Background: an optimization exercise with open tools, aiming at small area, a short achievable clock period and few clock cycles per item. Do not read the settings as production practice.

## rev 12
Design gcd, start of the top module:
module gcd( input [31:0] a_in,
            input [31:0] b_in,
            input start,
            input reset_n,
            input clk,
            output [31:0] result,
            output done);
For scale: roughly 100 I/O pins, roughly 7000 µm² of cells after synthesis.
==> flow/config.mk <==
export PLATFORM = sky130hd
export DESIGN_NAME = gcd
export DESIGN_NICKNAME = gcd
export VERILOG_FILES = /design/flow/design.v
export SDC_FILE = /design/flow/constraint.sdc
export NUM_CORES = 4
export LEC_CHECK = 0
export CAP_MARGIN = 20
export CORE_MARGIN = 2
export CORE_UTILIZATION = 40
export PLACE_DENSITY = 0.6
export SLEW_MARGIN = 20
==> flow/constraint.sdc <==
create_clock -name core_clock -period 4.0 [get_ports {clk}]
set_input_delay 0.8000 -clock core_clock [delete_from_list [all_inputs] [get_ports {clk}]]
set_output_delay 0.8000 -clock core_clock [all_outputs]
set_load 0.01 [all_outputs]
run.sh (not shown) runs the stock make flow with config.mk's settings and CLKGATE_MAP_FILE= SYNTH_SCRIPT=/design/flow/synth_recipe.tcl, a recipe that flattens the netlist after the stock synthesis.
Rev 12: full flow OK, the timing, design-rule and antenna checks passed
Modified inputs, rev 13 compared to rev 12
diff --git a/flow/design.v b/flow/design.v
--- a/flow/design.v
+++ b/flow/design.v
@@ -199,42 +199,39 @@
     xs = {x[32], x[32:1]};
     if (strip) xs = {x[32], x[32:1]};
     else if (M >= 4 && xl[3:0] == 4'd0) xs = {{4{x[32]}}, x[32:4]};
     else if (M >= 3 && xl[2:0] == 3'd0) xs = {{3{x[32]}}, x[32:3]};
     else if (M >= 2 && xl[1:0] == 2'd0) xs = {{2{x[32]}}, x[32:2]};
   end
   wire conv = !fx && x[32] && xs[0];
-  assign done   = busy && bz && k_zero;
+  wire fin = bz || (odd && e_zero);
+  assign done   = busy && fin && k_zero;
   assign result = a[31:0] ^ {32{a[32]}};
   always_ff @(posedge clk, negedge reset_n) begin
-    if (!reset_n) begin
-      a    <= '0;
-      b    <= '0;
-      fb   <= 1'b0;
-      k    <= '0;
-      h    <= 1'b0;
-      busy <= 1'b0;
-      bz   <= 1'b0;
-    end else if (!busy) begin
+    if (!reset_n)                  busy <= 1'b0;
+    else if (!busy)                busy <= start;
+    else if (fin && k_zero)        busy <= 1'b0;
+  end
+  always_ff @(posedge clk) begin
+    if (!busy) begin
       b  <= {xs[32:1], xs[0] & !conv};
       fb <= fx | conv;
       if (start) begin
         a    <= {1'b0, a_in};
         b    <= {1'b1, ~b_in};
         fb   <= 1'b1;
         k    <= '0;
         h    <= 1'b0;
-        busy <= 1'b1;
         bz   <= (b_in == 32'd0);
       end
     end else if (bz) begin
       if (!k_zero) begin
         a <= {a[31:0], a[32]};
         k <= k - 5'd1;
-      end else busy <= 1'b0;
+      end
     end else begin
       b  <= {xs[32:1], xs[0] & !conv};
       fb <= fx | conv;
       bz <= odd ? e_zero : a_zero;
       if (strip) begin
         a <= b;
         h <= !h;
[summary]
Between rev 13 and rev 12, it is rev 13 whose fraction of standard cell area in multi-input logic is lower, by 5.4 points.
Changes observed in rev 13 relative to rev 12: worst-path maximum fanout dropped 19; final hold slack climbed 82 ps; initial standard-cell utilization of the core barely changed; worst setup slack dropped 150 ps.
No run of this note included a check of the RTL's function; only the layout flow was run.

---

Another version of the RTL of gcd (not shown whole).
Size: about 880 cells after synthesis, ~75 flip-flops, ~7000 um2 of cells after synthesis.
==> flow/design.v (excerpt) <==
module gcd( input [31:0] a_in,
            input [31:0] b_in,
            input start,
            input reset_n,
            input clk,
            output [31:0] result,
            output done);
Settings: LEC_CHECK=0, CAP_MARGIN=20, CORE_MARGIN=2, CORE_UTILIZATION=40, PLACE_DENSITY=0.6, SETUP_SLACK_MARGIN=0.6, SLEW_MARGIN=20; clock period 4.0 ns.
standard.sh (not shown) runs the stock make flow with config.mk's settings and CLKGATE_MAP_FILE= SYNTH_SCRIPT=/design/flow/synth_recipe.tcl, a recipe that flattens the netlist after the stock synthesis.
==> flow/flow/run.sh <==
#!/bin/bash
# Standard ORFS layout, with the port buffers made of the smallest buffer cell.
set -euo pipefail
export BUFFER_PORTS_ARGS="-buffer_cell sky130_fd_sc_hd__buf_1"
bash standard.sh > standard_flow.log 2>&1
The starting point produced a clean layout.
Rerun with:
--- a/flow/design.v
+++ b/flow/design.v
@@ -200,13 +200,13 @@
     if (strip) xs = {x[32], x[32:1]};
     else if (M >= 4 && xl[3:0] == 4'd0) xs = {{4{x[32]}}, x[32:4]};
     else if (M >= 3 && xl[2:0] == 3'd0) xs = {{3{x[32]}}, x[32:3]};
     else if (M >= 2 && xl[1:0] == 2'd0) xs = {{2{x[32]}}, x[32:2]};
   end
   wire conv = !fx && x[32] && xs[0];
-  wire fin = bz || (odd && e_zero);
+  wire fin = bz;
   assign done   = busy && fin && k_zero;
   assign result = a[31:0] ^ {32{a[32]}};
   always_ff @(posedge clk, negedge reset_n) begin
     if (!reset_n)                  busy <= 1'b0;
     else if (!busy)                busy <= start;
     else if (fin && k_zero)        busy <= 1'b0;
After rerunning: Non-clock buffer count goes down by 17; setup slack improves by 0.12 ns; global-route usage hardly moves; clock-buffer cell count goes down by 1; fmax goes up by 3.5%; cell area goes down by 1.6%; cell count goes down by 0.40%.
No functional check of the RTL was part of any run of this note.

---

== branch ember ==
gcd, a different RTL version from the one above (not shown whole).
Size in the first run: ~75 flip-flops, about 100 I/O pins.
==> flow/config.mk <==
export PLATFORM = sky130hd
export DESIGN_NAME = gcd
export DESIGN_NICKNAME = gcd
export VERILOG_FILES = /design/flow/design.v
export SDC_FILE = /design/flow/constraint.sdc
export NUM_CORES = 4
export LEC_CHECK = 0
export CAP_MARGIN = 20
export CORE_MARGIN = 2
export CORE_UTILIZATION = 40
export PLACE_DENSITY = 0.6
export SLEW_MARGIN = 20
==> flow/constraint.sdc <==
create_clock -name core_clock -period 4.0 [get_ports {clk}]
set_input_delay 0.8000 -clock core_clock [delete_from_list [all_inputs] [get_ports {clk}]]
set_output_delay 0.8000 -clock core_clock [all_outputs]
set_load 0.01 [all_outputs]
run.sh (not shown) runs the stock make flow with config.mk's settings and CLKGATE_MAP_FILE= SYNTH_SCRIPT=/design/flow/synth_recipe.tcl, a recipe that flattens the netlist after the stock synthesis.
Stock flow here: none of the scripts above is used.
[inputs] branch zinc vs branch ember
diff --git a/flow/design.v b/flow/design.v
--- a/flow/design.v
+++ b/flow/design.v
@@ -1,18 +1,18 @@
 module gcd( input [31:0] a_in,
             input [31:0] b_in,
             input start,
             input reset_n,
             input clk,
             output [31:0] result,
             output done);
-  localparam int M = 4;           
+  localparam int M = 2;           
   logic [32:0] a, b;              
   logic        fb;                
   logic [4:0]  k;                 
   logic        h;                 
   logic        busy;
   logic        bz;                
   wire k_zero = (k == 5'd0);
   wire a_zero = (a == 33'd0);
   wire a_odd = a[0] ^ a[32];
   wire b_odd = b[0] ^ fb;
## What came out
Run comparison: branch ember end of the critical path b[15]; branch zinc end of the critical path done. Total iterations of the first detailed-routing run in branch zinc vs branch ember: down 1. Fraction of area in registers (lower): branch ember. NOTE layout buffer count excluding clock buffers branch ember->branch zinc decreased by a few percent. Across both runs, hold slack was lower for branch zinc than for branch ember. Changes observed in branch zinc relative to branch ember: minimum period implied by the final worst setup slack up 0.016 ns; global-route wire length before repair down 8.6%. branch ember reports its category of the critical setup timing path as register to register while branch zinc reports register to output port.
No run of this note included a check of the RTL's function; only the layout flow was run.

## separate check: timing with driven ports
In the flow no input, the clock included, has a driving cell. The finished layouts below were timed again as built, in two steps.
Step 1 sets driving cells, clkbuf_16 on the clock port and buf_2 on the other inputs (assumed; they add their load-dependent delay and slew).
Step 2 times the ports against the registers' clock, not the clock port: input delays grow and output delays shrink by t, the midpoint of the rising clock arrivals with the driver on.
Slacks: ideal ports / drivers / drivers and shift; pairs: ideal ports / drivers.
run | shift t [ns] | setup WS [ns] | worst setup path after step 2
rev 12 | 0.393 | 0.348 / 0.348 / 0.348 | register to register
rev 13 | 0.399 | 0.199 / 0.153 / 0.431 | register to register
the first run of note 2 | 0.394 | 0.574 / 0.530 / 0.648 | register to register
the second run of note 2 | 0.391 | 0.691 / 0.691 / 0.691 | register to register
branch ember | 0.390 | 0.175 / 0.157 / 0.175 | register to register
branch zinc | 0.395 | 0.159 / 0.111 / 0.211 | register to register
After both steps every run listed still meets setup and hold.
